This is an optimization exercise on Yosys and OpenROAD, whose aim is small area, not a production implementation.
The RTL was checked by simulation tests, not by an equivalence proof against the original design.
Power is estimated from default activity; no workload was simulated.

== nickel ==
// piso_tge
module piso_tge (
    input  wire          clk,
    input  wire          ce,
    input  wire          rst,
    input  wire [1023:0] i_parallel,
    output wire [63:0]   o_serial,
    input  wire          fifo_empty,
    output wire          fifo_re,
    output wire          valid
);
reg        busy;
reg  [3:0] s;    
reg        re;
reg        v1;
reg        valid_r;
reg [63:0] serial_out;
always @(posedge clk) begin
    busy    <= !rst && (busy ? (s != 4'd14) : !fifo_empty);
    s       <= busy ? s + 4'd1 : 4'd15;
    re      <= !busy && !fifo_empty && !rst;
    v1      <= busy;
    valid_r <= v1;
end
wire [15:0] sel;
genvar j;
generate
    for (j = 0; j < 16; j = j + 1) begin : g_sel
        assign sel[j] = (s == j);
    end
endgenerate
wire [63:0] mux;
generate
    for (j = 0; j < 64; j = j + 1) begin : g_bit
        piso_mux16 u_mux (
            .d({i_parallel[960+j], i_parallel[896+j], i_parallel[832+j], i_parallel[768+j],
                i_parallel[704+j], i_parallel[640+j], i_parallel[576+j], i_parallel[512+j],
                i_parallel[448+j], i_parallel[384+j], i_parallel[320+j], i_parallel[256+j],
                i_parallel[192+j], i_parallel[128+j], i_parallel[64+j],  i_parallel[j]}),
            .s(sel),
            .y(mux[j])
        );
    end
endgenerate
always @(posedge clk)
    serial_out <= mux;
assign fifo_re  = re;
assign valid    = valid_r;
assign o_serial = serial_out;
endmodule
Size: about 620 cells after synthesis, roughly 72 flip-flops, roughly 1100 I/O pins, ~6000 µm² of cells after synthesis.
Settings: LEC_CHECK=0, CAP_MARGIN=20, CORE_AREA=4 4 168 168, CTS_BUF_LIST=sky130_fd_sc_hd__clkbuf_4 sky130_fd_sc_hd__clkbuf_8, DIE_AREA=0 0 172 172, SLEW_MARGIN=20, SYNTH_HIERARCHICAL=1; clock period 3.0 ns.
standard.sh (not shown) runs the stock make flow with config.mk's settings and CLKGATE_MAP_FILE= SYNTH_SCRIPT=/design/flow/synth_recipe.tcl, a recipe that flattens the netlist after the stock synthesis.
==> flow/flow/run.sh <==
#!/bin/bash
# Standard ORFS layout, with these changes:
#  - the port buffers are inserted as buf_1 cells (the default picks
#    clkdlybuf4s50_1, 2.7x the area);
#  - IO pins may sit on adjacent routing tracks, so the die can be smaller;
#  - the clock pin is placed first, mid left edge, with the tracks next to it
#    kept free of other pins;
#  - after global placement each input buffer is moved halfway towards its pin
#    (near_pins.tcl), so the port nets are shorter and need fewer antenna diodes.
set -euo pipefail
DIE_H=$(sed -n 's/^export DIE_AREA *= *[0-9.]* [0-9.]* [0-9.]* \([0-9.]*\).*/\1/p' config.mk)
MID=$(python3 -c "print(round($DIE_H/2, 2))")
LO=$(python3 -c "print(int($DIE_H/2 - 2))")
HI=$(python3 -c "print(int($DIE_H/2 + 3))")
cat > pre_io.tcl <<EOT
place_pin -pin_name clk -layer met3 -location {0.4 $MID} -force_to_die_boundary
EOT
export PRE_IO_PLACEMENT_TCL=$PWD/pre_io.tcl
export POST_GLOBAL_PLACE_TCL=$PWD/flow/near_pins.tcl
export BUFFER_PORTS_ARGS="-buffer_cell sky130_fd_sc_hd__buf_1"
export PLACE_PINS_ARGS="-min_distance 1 -min_distance_in_tracks -exclude left:$LO-$HI"
bash standard.sh finish > standard.log 2>&1
==> flow/flow/near_pins.tcl <==
# After global placement: move each input port buffer halfway towards its pin, so
# the unbuffered port net is shorter and rarely needs an antenna diode. Detailed
# placement legalizes the result.
set block [ord::get_db_block]
set core [$block getCoreArea]
set cx0 [$core xMin]; set cy0 [$core yMin]
set cx1 [$core xMax]; set cy1 [$core yMax]
set moved 0
foreach bterm [$block getBTerms] {
  if {[$bterm getIoType] ne "INPUT"} { continue }
  set net [$bterm getNet]
  if {$net eq "NULL"} { continue }
  if {[$bterm getName] eq "clk"} { continue }
  set iterms [$net getITerms]
  if {[llength $iterms] != 1} { continue }
  set inst [[lindex $iterms 0] getInst]
  if {![string match "*buf*" [[$inst getMaster] getName]]} { continue }
  set bb [$bterm getBBox]
  set px [expr {([$bb xMin] + [$bb xMax]) / 2}]
  set py [expr {([$bb yMin] + [$bb yMax]) / 2}]
  set w [[$inst getMaster] getWidth]
  set h [[$inst getMaster] getHeight]
  set ox [lindex [$inst getLocation] 0]; set oy [lindex [$inst getLocation] 1]
  set px [expr {($px + $ox) / 2}]; set py [expr {($py + $oy) / 2}]
  set x [expr {max($cx0, min($cx1 - $w, $px - $w / 2))}]
  set y [expr {max($cy0, min($cy1 - $h, $py - $h / 2))}]
  $inst setLocation $x $y
  $inst setPlacementStatus PLACED
  incr moved
}
puts "near_pins: moved $moved input buffers next to their pins"
nickel finished all stages; the layout is clean.
> inputs changed (nickel -> umber)
- swapping 20 for 0 in SLEW_MARGIN
- swapping 20 for 0 in CAP_MARGIN
==> flow/flow/run.sh <==
#!/bin/bash
# Standard ORFS layout, with these changes:
#  - the port buffers are inserted as buf_1 cells (the default picks
#    clkdlybuf4s50_1, 2.7x the area);
#  - IO pins may sit on adjacent routing tracks, so the die can be smaller;
#  - the clock pin is placed first, mid left edge, with the tracks next to it
#    kept free of other pins.
set -euo pipefail
DIE_H=$(sed -n 's/^export DIE_AREA *= *[0-9.]* [0-9.]* [0-9.]* \([0-9.]*\).*/\1/p' config.mk)
MID=$(python3 -c "print(round($DIE_H/2, 2))")
LO=$(python3 -c "print(int($DIE_H/2 - 2))")
HI=$(python3 -c "print(int($DIE_H/2 + 3))")
cat > pre_io.tcl <<EOT
place_pin -pin_name clk -layer met3 -location {0.4 $MID} -force_to_die_boundary
EOT
export PRE_IO_PLACEMENT_TCL=$PWD/pre_io.tcl
export BUFFER_PORTS_ARGS="-buffer_cell sky130_fd_sc_hd__buf_1"
export PLACE_PINS_ARGS="-min_distance 1 -min_distance_in_tracks -exclude left:$LO-$HI"
bash standard.sh finish > standard.log 2>&1
removed: flow/flow/near_pins.tcl
==> notes.md <==
- The flow did not stop early for umber: all stages ran, and the layout cleared the timing, DRC and antenna checks.
- umber against nickel: combinational share of power went down by 1.2 points; setup slack of the critical path after layout went up; net switching power now sits lower; final core utilization has increased.
The inputs of violet differ from those of umber as listed below.
- CAP_MARGIN: 0 -> 20
- SLEW_MARGIN: 0 -> 20
Setup slack after layout: violet vs umber identical
Going from umber to violet, utilization after layout was more or less identical, clock-cell share of area was more or less identical, sequential share of cell area held.
Reported for umber and violet, average via count per standard cell turned out identical to the last digit.
As far as area of the die goes, umber and violet are indistinguishable; the numbers are identical.
Diff violet..umber | share of final layout cell area taken by non-clock buffers | unchanged
Re cell row count: no difference whatsoever between violet and umber.
Count of TritonRoute iterations in the first routing pass essentially unchanged between violet and umber.
umber -> violet: number of sequential storage elements flat
Between umber and violet, the clock latency reported for the late side of the worst-skew pair figures differ only marginally.

== v19 ==
Another version of the RTL of piso_tge (not shown whole).
Size in the first run: roughly 620 cells after synthesis, roughly 72 flip-flops, ~6000 um2 of cells after synthesis.
==> flow/design.v (excerpt) <==
module piso_tge (
    input  wire          clk,
    input  wire          ce,
    input  wire          rst,
    input  wire [1023:0] i_parallel,
    output wire [63:0]   o_serial,
    input  wire          fifo_empty,
    output wire          fifo_re,
    output wire          valid
);
==> flow/config.mk <==
export PLATFORM = sky130hd
export DESIGN_NAME = piso_tge
export DESIGN_NICKNAME = piso_tge
export VERILOG_FILES = /design/flow/design.v
export SDC_FILE = /design/flow/constraint.sdc
export NUM_CORES = 4
export LEC_CHECK = 0
export CAP_MARGIN = 20
export CORE_AREA = 4 4 168 168
export DIE_AREA = 0 0 172 172
export SLEW_MARGIN = 20
export SYNTH_HIERARCHICAL = 1
==> flow/constraint.sdc <==
create_clock -name core_clock -period 3.0 [get_ports {clk}]
set_input_delay 0.6000 -clock core_clock [delete_from_list [all_inputs] [get_ports {clk}]]
set_output_delay 0.6000 -clock core_clock [all_outputs]
set_load 0.01 [all_outputs]
==> flow/flow/run.sh <==
#!/bin/bash
# Standard ORFS layout, with these changes:
#  - the port buffers are inserted as buf_1 cells (the default picks
#    clkdlybuf4s50_1, 2.7x the area);
#  - IO pins may sit on adjacent routing tracks, so the die can be smaller;
#  - the clock pin is placed first, mid left edge, with the tracks next to it
#    kept free of other pins.
set -euo pipefail
DIE_H=$(sed -n 's/^export DIE_AREA *= *[0-9.]* [0-9.]* [0-9.]* \([0-9.]*\).*/\1/p' config.mk)
MID=$(python3 -c "print(round($DIE_H/2, 2))")
LO=$(python3 -c "print(int($DIE_H/2 - 2))")
HI=$(python3 -c "print(int($DIE_H/2 + 3))")
cat > pre_io.tcl <<EOT
place_pin -pin_name clk -layer met3 -location {0.4 $MID} -force_to_die_boundary
EOT
export PRE_IO_PLACEMENT_TCL=$PWD/pre_io.tcl
export BUFFER_PORTS_ARGS="-buffer_cell sky130_fd_sc_hd__buf_1"
export PLACE_PINS_ARGS="-min_distance 1 -min_distance_in_tracks -exclude left:$LO-$HI"
bash standard.sh finish > standard.log 2>&1
What v54 does differently from v19 at the input level:
Settings: CORE_AREA: 4 4 168 168 -> 4 4 226 226; DIE_AREA: 0 0 172 172 -> 0 0 230 230.
==> flow/flow/run.sh <==
#!/bin/bash
# Standard ORFS layout, with the port buffers inserted as buf_1 cells
# (the default picks clkdlybuf4s50_1, 2.7x the area).
set -euo pipefail
export BUFFER_PORTS_ARGS="-buffer_cell sky130_fd_sc_hd__buf_1"
bash standard.sh finish > standard.log 2>&1
Findings:
Sequential share of the synthesized area came out exactly the same in v19 and v54.
Diff v19 -> v54: total of flip-flops plus latches after synthesis about even, die span in y rose 58 um, initial core utilization fell 10 points, area fraction in compound gates after synthesis about even.
Re area after synthesis: no difference whatsoever between v19 and v54.
Sort v19 and v54 by number of rows created at floorplan desc -> top: v54
Number of instances in the synthesized netlist: v19 vs v54 identical
What v54 reported for width of the die has to be multiplied by 0.75 to get the figure for v19.
v54: aborted in I/O pin placement (3_2_place_iop) (tool error)
Modified inputs, v52 compared to v54
Settings: a change of CORE_AREA from 4 4 226 226 to 4 4 156 156; a change of DIE_AREA from 0 0 230 230 to 0 0 160 160.
==> flow/flow/run.sh <==
#!/bin/bash
# Standard ORFS layout, with two changes:
#  - the port buffers are inserted as buf_1 cells (the default picks
#    clkdlybuf4s50_1, 2.7x the area);
#  - IO pins may sit on adjacent routing tracks, so the die can be smaller.
set -euo pipefail
export BUFFER_PORTS_ARGS="-buffer_cell sky130_fd_sc_hd__buf_1"
export PLACE_PINS_ARGS="-min_distance 1 -min_distance_in_tracks"
bash standard.sh finish > standard.log 2>&1
FAIL v52 @ global routing (5_1_grt): tool exited with error
Looking at starting density of the core, v52 sits above v54.
Diff v52 and v54: number of cell rows higher in v54
Portion of netlist area occupied by mux cells: v54 vs v52 identical
[compare] base=v54 new=v52: synthesized area essentially unchanged; mean instance size in the synthesized netlist roughly the same.
The number of nets in the synthesized netlist on v52 is in line with that on v54.
Compare v52 and v54 | die boundary width higher: v54
Number of standard cells after synthesis: v54 vs v52 identical

-- port drivers added, routing unchanged --
No port has a modelled driver above. Below, the same layouts with a new extraction and two added sets of constraints. Step 1: set_driving_cell puts a clkbuf_16 on clk and a buf_2 on each other input, an assumption about the parent block. Step 2 also shifts input and output timing later by t, the mid clock arrival at the registers, as if the neighbouring blocks saw the same clock. Slacks: ideal / step 1 / step 2; pairs: ideal / step 1.
| run | t, ns | setup WS [ns] | worst hold slack (ns) | worst slew at a driven data input, ns |
|---|---|---|---|---|
| nickel | 0.407 | 0.380 / 0.380 / 0.380 | 0.323 / 0.323 / 0.323 | 0.13 |
| umber | 0.410 | 0.414 / 0.414 / 0.414 | 0.333 / 0.333 / 0.333 | 0.16 |
| violet | 0.410 | 0.414 / 0.414 / 0.414 | 0.333 / 0.333 / 0.333 | 0.16 |
| v19 | 0.386 | 0.398 / 0.398 / 0.398 | 0.328 / 0.328 / 0.328 | 0.19 |
After both steps setup and hold are still met in every run listed.
